Context: an optimization exercise on an open-source flow, tuned for small area and a short achievable clock period. The choices shown serve that exercise and are no tape-out recipe.
At most, simulation tests tie the RTL to the original design; equivalence was not proved.

Setup of alpha:
## IDP_encoder_42
module IDP_encoder_42(
  input wire [28:0] datain,
  input wire clock,
  output wire [41:0] codeout
);
==> flow/config.mk <==
export PLATFORM = sky130hd
export DESIGN_NAME = IDP_encoder_42
export DESIGN_NICKNAME = IDP_encoder_42
export VERILOG_FILES = /design/flow/design.v
export SDC_FILE = /design/flow/constraint.sdc
export NUM_CORES = 4
export LEC_CHECK = 0
export ABC_AREA = 1
export CAP_MARGIN = 20
export CORE_MARGIN = 2
export CORE_UTILIZATION = 45
export CTS_BUF_LIST = sky130_fd_sc_hd__clkbuf_8
export CTS_CLUSTER_DIAMETER = 150
export CTS_CLUSTER_SIZE = 40
export PLACE_DENSITY = 0.85
export SLEW_MARGIN = 20
==> flow/constraint.sdc <==
create_clock -name core_clock -period 70.0 [get_ports {clock}]
set_input_delay 14.0000 -clock core_clock [delete_from_list [all_inputs] [get_ports {clock}]]
set_output_delay 14.0000 -clock core_clock [all_outputs]
set_load 0.01 [all_outputs]
standard.sh (not shown) runs the stock make flow with config.mk's settings and CLKGATE_MAP_FILE= SYNTH_SCRIPT=/design/flow/synth_recipe.tcl, a recipe that flattens the netlist after the stock synthesis.
==> flow/flow/run.sh <==
#!/bin/bash
set -euo pipefail
W=$(pwd)
rm -rf "$W/scripts_mod"
cp -r "$FLOW_HOME/scripts" "$W/scripts_mod"
cp "$W/flow/abc_area.script" "$W/scripts_mod/abc_area.script"
EXTRA=()
if [[ -f "$W/flow/make_args" ]]; then mapfile -t EXTRA < "$W/flow/make_args"; fi
bash "$W/standard.sh" SCRIPTS_DIR="$W/scripts_mod" "${EXTRA[@]}" finish > "$W/orfs_make.log" 2>&1 || { tail -50 "$W/orfs_make.log"; exit 1; }
tail -5 "$W/orfs_make.log"
==> flow/flow/abc_area.script <==
strash
dc2
dch -f
map -D 12000
strash
dch -f
map -D 12000
topo
buffer -c
upsize -c -D 12000
dnsize -c -D 12000
==> flow/flow/make_args <==
BUFFER_PORTS_ARGS=-buffer_cell sky130_fd_sc_hd__buf_1
For beta, these inputs were changed with respect to alpha:
- a change of PLACE_DENSITY from 0.85 to 0.75
==> flow/flow/abc_area.script <==
strash
dc2
dch -f
map -D 14000
strash
dch -f
map -D 14000
topo
buffer -c
upsize -c -D 14000
dnsize -c -D 14000
[summary]
Looking at number of unique standard cell types used by synthesis, beta sits below alpha. Global routing usage summed across all routing layers for beta: 0.64 points up relative to alpha. alpha → beta: multi-input combinational area share down 0.38 points. alpha has a lower initial standard-cell utilization of the core than beta.

========
== the reference run ==
Another version of the RTL of IDP_encoder_42 (not shown whole).
Size: roughly 3,200 cells after synthesis, ~72 I/O pins, roughly 0.019 mm^2 of cells after synthesis.
Settings: LEC_CHECK=0, ABC_AREA=1, CAP_MARGIN=20, CORE_MARGIN=2, CORE_UTILIZATION=40, CTS_CLUSTER_DIAMETER=60, CTS_CLUSTER_SIZE=10, SLEW_MARGIN=20; clock period 70.0 ns.
run.sh (not shown) runs the stock make flow with config.mk's settings and CLKGATE_MAP_FILE= SYNTH_SCRIPT=/design/flow/synth_recipe.tcl, a recipe that flattens the netlist after the stock synthesis.
Stock flow here: none of the scripts above is used.
Changes in the trial run relative to the reference run:
==> flow/flow/run.sh (new file) <==
#!/bin/bash
# Own flow: the standard ORFS flow, with ORFS's area ABC script replaced by flow/abc_area.script.
set -euo pipefail
W=$(pwd)
rm -rf "$W/scripts_mod"
cp -r "$FLOW_HOME/scripts" "$W/scripts_mod"
cp "$W/flow/abc_area.script" "$W/scripts_mod/abc_area.script"
bash "$W/standard.sh" SCRIPTS_DIR="$W/scripts_mod" finish > "$W/orfs_make.log" 2>&1 || { tail -50 "$W/orfs_make.log"; exit 1; }
tail -5 "$W/orfs_make.log"
==> flow/flow/abc_area.script (new file) <==
strash
dc2
dch -f
amap -m
topo
stime -c
==> flow/standard.sh (new file) <==
#!/bin/bash
# synth_recipe.tcl (not shown) runs the flow's synth.tcl, then flattens the netlist and writes it again
# the make line also repeats each setting of config.mk as NAME=value (left out here)
make -C /OpenROAD-flow-scripts/flow DESIGN_CONFIG=/design/flow/config.mk WORK_HOME=/design/flow/orfs CLKGATE_MAP_FILE= SYNTH_SCRIPT=/design/flow/synth_recipe.tcl "${@:-finish}"
removed: flow/run.sh
Results
Data arrival time of the worst path up 17.95 ns in the trial run wrt the reference run
Of the trial run and the reference run, the lower global-route usage belongs to the reference run.
Re sum of met3 wire segment lengths after detailed routing: the reference run was lower than the trial run.
The trial run vs the reference run, most common cell after layout, fill and taps aside: sky130_fd_sc_hd__nor2_1 vs sky130_fd_sc_hd__nand2_1
Non-filler instance count after layout sits lower in the trial run than in the reference run.
The higher layout-stage area growth over the synthesis result came out of the trial run.
[compare] base=the reference run new=the trial run: setup slack lost 17.94 ns; sequential share of layout area higher; measured slew at the worst slew-check pin higher.
Function was not checked in any run of this note: the RTL went through the layout flow alone.

========
willow:
RTL: one of the versions met above, not the one the previous note started from.
Size: ~35 flip-flops, ~9800 um2 of cells after synthesis.
clock: 70.0 ns
lec_check: 0
abc_area: 1
cap_margin: 20
core_margin: 2
core_utilization: 65
cts_buf_list: sky130_fd_sc_hd__clkbuf_8
cts_cluster_diameter: 150
cts_cluster_size: 40
place_density: 0.8
slew_margin: 20
standard.sh (not shown) runs the stock make flow with config.mk's settings and CLKGATE_MAP_FILE= SYNTH_SCRIPT=/design/flow/synth_recipe.tcl, a recipe that flattens the netlist after the stock synthesis.
==> flow/flow/run.sh <==
#!/bin/bash
set -euo pipefail
W=$(pwd)
rm -rf "$W/scripts_mod"
cp -r "$FLOW_HOME/scripts" "$W/scripts_mod"
cp "$W/flow/abc_area.script" "$W/scripts_mod/abc_area.script"
EXTRA=()
if [[ -f "$W/flow/make_args" ]]; then mapfile -t EXTRA < "$W/flow/make_args"; fi
bash "$W/standard.sh" SCRIPTS_DIR="$W/scripts_mod" "${EXTRA[@]}" finish > "$W/orfs_make.log" 2>&1 || { tail -50 "$W/orfs_make.log"; exit 1; }
tail -5 "$W/orfs_make.log"
==> flow/flow/abc_area.script <==
strash
dc2
dch -f
map -D 12000
strash
dch -f
map -D 12000
topo
buffer -c
upsize -c -D 12000
dnsize -c -D 12000
Scripts as last shown in full above: flow/flow/make_args
Modified inputs, amber compared to willow
==> flow/flow/abc_area.script <==
strash
dc2
dch -f
map -D 11000
strash
dch -f
map -D 11000
topo
buffer -c
upsize -c -D 11000
dnsize -c -D 11000
-- flow/config.mk --
<<< willow, line 11
export CORE_UTILIZATION = 65
>>> amber, line 11
export CORE_UTILIZATION = 45
<<< willow, line 15
export PLACE_DENSITY = 0.8
>>> amber, line 15
export PLACE_DENSITY = 0.75
### Flow results
- Delta (amber minus willow): number of gates on the worst path with buffers counted shows an increase of 2.1%.
- Diff willow -> amber: critical path buffer and inverter count went up; achievable frequency shows an increase of 0.0011 GHz; total routed wirelength up about 2.3%.
- willow has a lower horizontal die dimension than amber.
What ember does differently from amber at the input level:
==> flow/flow/abc_area.script <==
strash
dc2
&get -n
&dch -f
&nf -D 12000 -R 1000
&put
topo
buffer -c
upsize -c -D 12000
dnsize -c -D 12000
### Flow results
- Every stage of the flow completed for ember, and the final layout passed the timing, DRC and antenna checks.
- The synthesized area of ember is lower than that of amber.
- | total wirelength of the detailed-routed design | ember vs amber | better |
- When ember is measured against amber, its data arrival time of the worst path turns out 17.23 ns higher.
- Fraction of the cycle the final worst path needs (lower): amber
- ember gives more fraction of the mapped netlist area in compound gates than amber did.
- ember has worst setup slack below what amber had.
- In ember, core utilization is lower than in amber.
- When the final numbers for ember and amber were put side by side, the maximum fanout count along the critical path turned out to be greater in ember.
- Summary — worst-case setup slack after placement, ember relative to amber: lower, by 3.30 ns.
- Diff amber -> ember | register share of the cell area | increase of 0.48 points
- Summary — final critical path time including I/O delays and setup, ember relative to amber: higher, by 2.99 ns.
Input changes introduced in pepper (baseline for comparison: ember):
==> flow/run.sh (new file) <==
#!/bin/bash
# synth_recipe.tcl (not shown) runs the flow's synth.tcl, then flattens the netlist and writes it again
# the make line also repeats each setting of config.mk as NAME=value (left out here)
make -C /OpenROAD-flow-scripts/flow DESIGN_CONFIG=/design/flow/config.mk WORK_HOME=/design/flow/orfs CLKGATE_MAP_FILE= SYNTH_SCRIPT=/design/flow/synth_recipe.tcl finish
-- flow/config.mk --
<<< ember, line 12
export CTS_BUF_LIST = sky130_fd_sc_hd__clkbuf_8
export CTS_CLUSTER_DIAMETER = 150
export CTS_CLUSTER_SIZE = 40
export PLACE_DENSITY = 0.75
>>> pepper, line 12
export CTS_CLUSTER_DIAMETER = 60
export CTS_CLUSTER_SIZE = 10
removed: flow/flow/run.sh
removed: flow/flow/abc_area.script
removed: flow/flow/make_args
removed: flow/standard.sh
## What came out
- Sequential fraction of total cell area, pepper and ember: lower on pepper
- When the final numbers for pepper and ember were put side by side, the least setup slack across all paths after layout turned out to be greater in pepper.
- Area: pepper vs ember -> pepper larger
- The largest stage delay on the critical path reported for pepper is smaller than that of ember by 0.03 ns.
- Compared with ember, pepper shows count of inserted tapcells that has gone up by more than a quarter.
- pepper against ember: number of cells traversed by the worst hold path +2, final period demand of the worst path fell by 4.83 ns, cell count after synthesis increased 66%.

========
IDP_encoder_42 again, from the RTL that the note above started with.
Settings: LEC_CHECK=0, ABC_AREA=1, CAP_MARGIN=20, CORE_MARGIN=2, CORE_UTILIZATION=45, CTS_BUF_LIST=sky130_fd_sc_hd__clkbuf_8, CTS_CLUSTER_DIAMETER=150, CTS_CLUSTER_SIZE=40, PLACE_DENSITY=0.75, SLEW_MARGIN=20; clock period 70.0 ns.
==> flow/flow/run.sh <==
#!/bin/bash
set -euo pipefail
W=$(pwd)
rm -rf "$W/scripts_mod"
cp -r "$FLOW_HOME/scripts" "$W/scripts_mod"
cp "$W/flow/abc_area.script" "$W/scripts_mod/abc_area.script"
EXTRA=()
if [[ -f "$W/flow/make_args" ]]; then mapfile -t EXTRA < "$W/flow/make_args"; fi
bash "$W/standard.sh" SCRIPTS_DIR="$W/scripts_mod" "${EXTRA[@]}" finish > "$W/orfs_make.log" 2>&1 || { tail -50 "$W/orfs_make.log"; exit 1; }
tail -5 "$W/orfs_make.log"
==> flow/flow/abc_area.script <==
strash
dc2
dch -f
map -D 12000
strash
dch -f
map -D 12000
topo
buffer -c
upsize -c -D 12000
dnsize -c -D 12000
==> flow/flow/make_args <==
BUFFER_PORTS_ARGS=-buffer_cell sky130_fd_sc_hd__buf_1
The first run finished clean.
Next try:
==> flow/flow/abc_area.script (replaced) <==
strash
dc2
dch -f
map -D 10000
strash
dch -f
map -D 10000
topo
buffer -c
upsize -c -D 10000
dnsize -c -D 10000
Final area is higher by 6.7%.
Hold slack improves by 50 ps.
Setup slack improves by 1300 ps.
Final cell count is higher by 2.2%.
Fmax climbs by 4.7%.

[separate check: timing with driven ports]
The flow's constraints put no driver on any port. The routed layouts listed below were extracted and timed again, unchanged, in two steps.
Step 1: set_driving_cell puts a clkbuf_16 on clock and a buf_2 on each other input, an assumption about the parent block.
Step 2 moves the port delays by t, midway between the first and last clock arrival at a register: inputs arrive t later, outputs are due t later. That takes back most of the time a late clock gives input paths.
a / b / c = no drivers / after step 1 / after step 2; a / b = the first two.
run	t, ns	setup slack, ns	clock arrival spread, ns	worst register clock-pin slew, ns
alpha	0.344	40.280 / 40.244 / 40.335	0.028 / 0.028	0.09 / 0.09
beta	0.336	38.923 / 38.935 / 38.599	0.007 / 0.007	0.08 / 0.08
the reference run	0.387	37.437 / 37.462 / 37.075	0.020 / 0.019	0.09 / 0.09
the trial run	0.340	19.494 / 19.511 / 19.171	0.010 / 0.010	0.07 / 0.07
willow	0.330	40.415 / 40.380 / 40.137	0.015 / 0.016	0.08 / 0.08
amber	0.322	41.334 / 41.300 / 41.622	0.010 / 0.011	0.07 / 0.07
ember	0.355	38.345 / 38.365 / 38.010	0.034 / 0.034	0.11 / 0.11
pepper	0.349	43.175 / 43.132 / 43.481	0.024 / 0.025	0.08 / 0.08
the first run of note 4	0.347	40.333 / 40.299 / 40.484	0.026 / 0.026	0.09 / 0.09
the second run of note 4	0.325	41.662 / 41.626 / 41.951	0.018 / 0.019	0.08 / 0.08
After both steps setup and hold are still met in every run listed. The setup slack of the reference run, which loses most, moves by +0.025 ns with the drivers and by -0.362 ns with both steps.
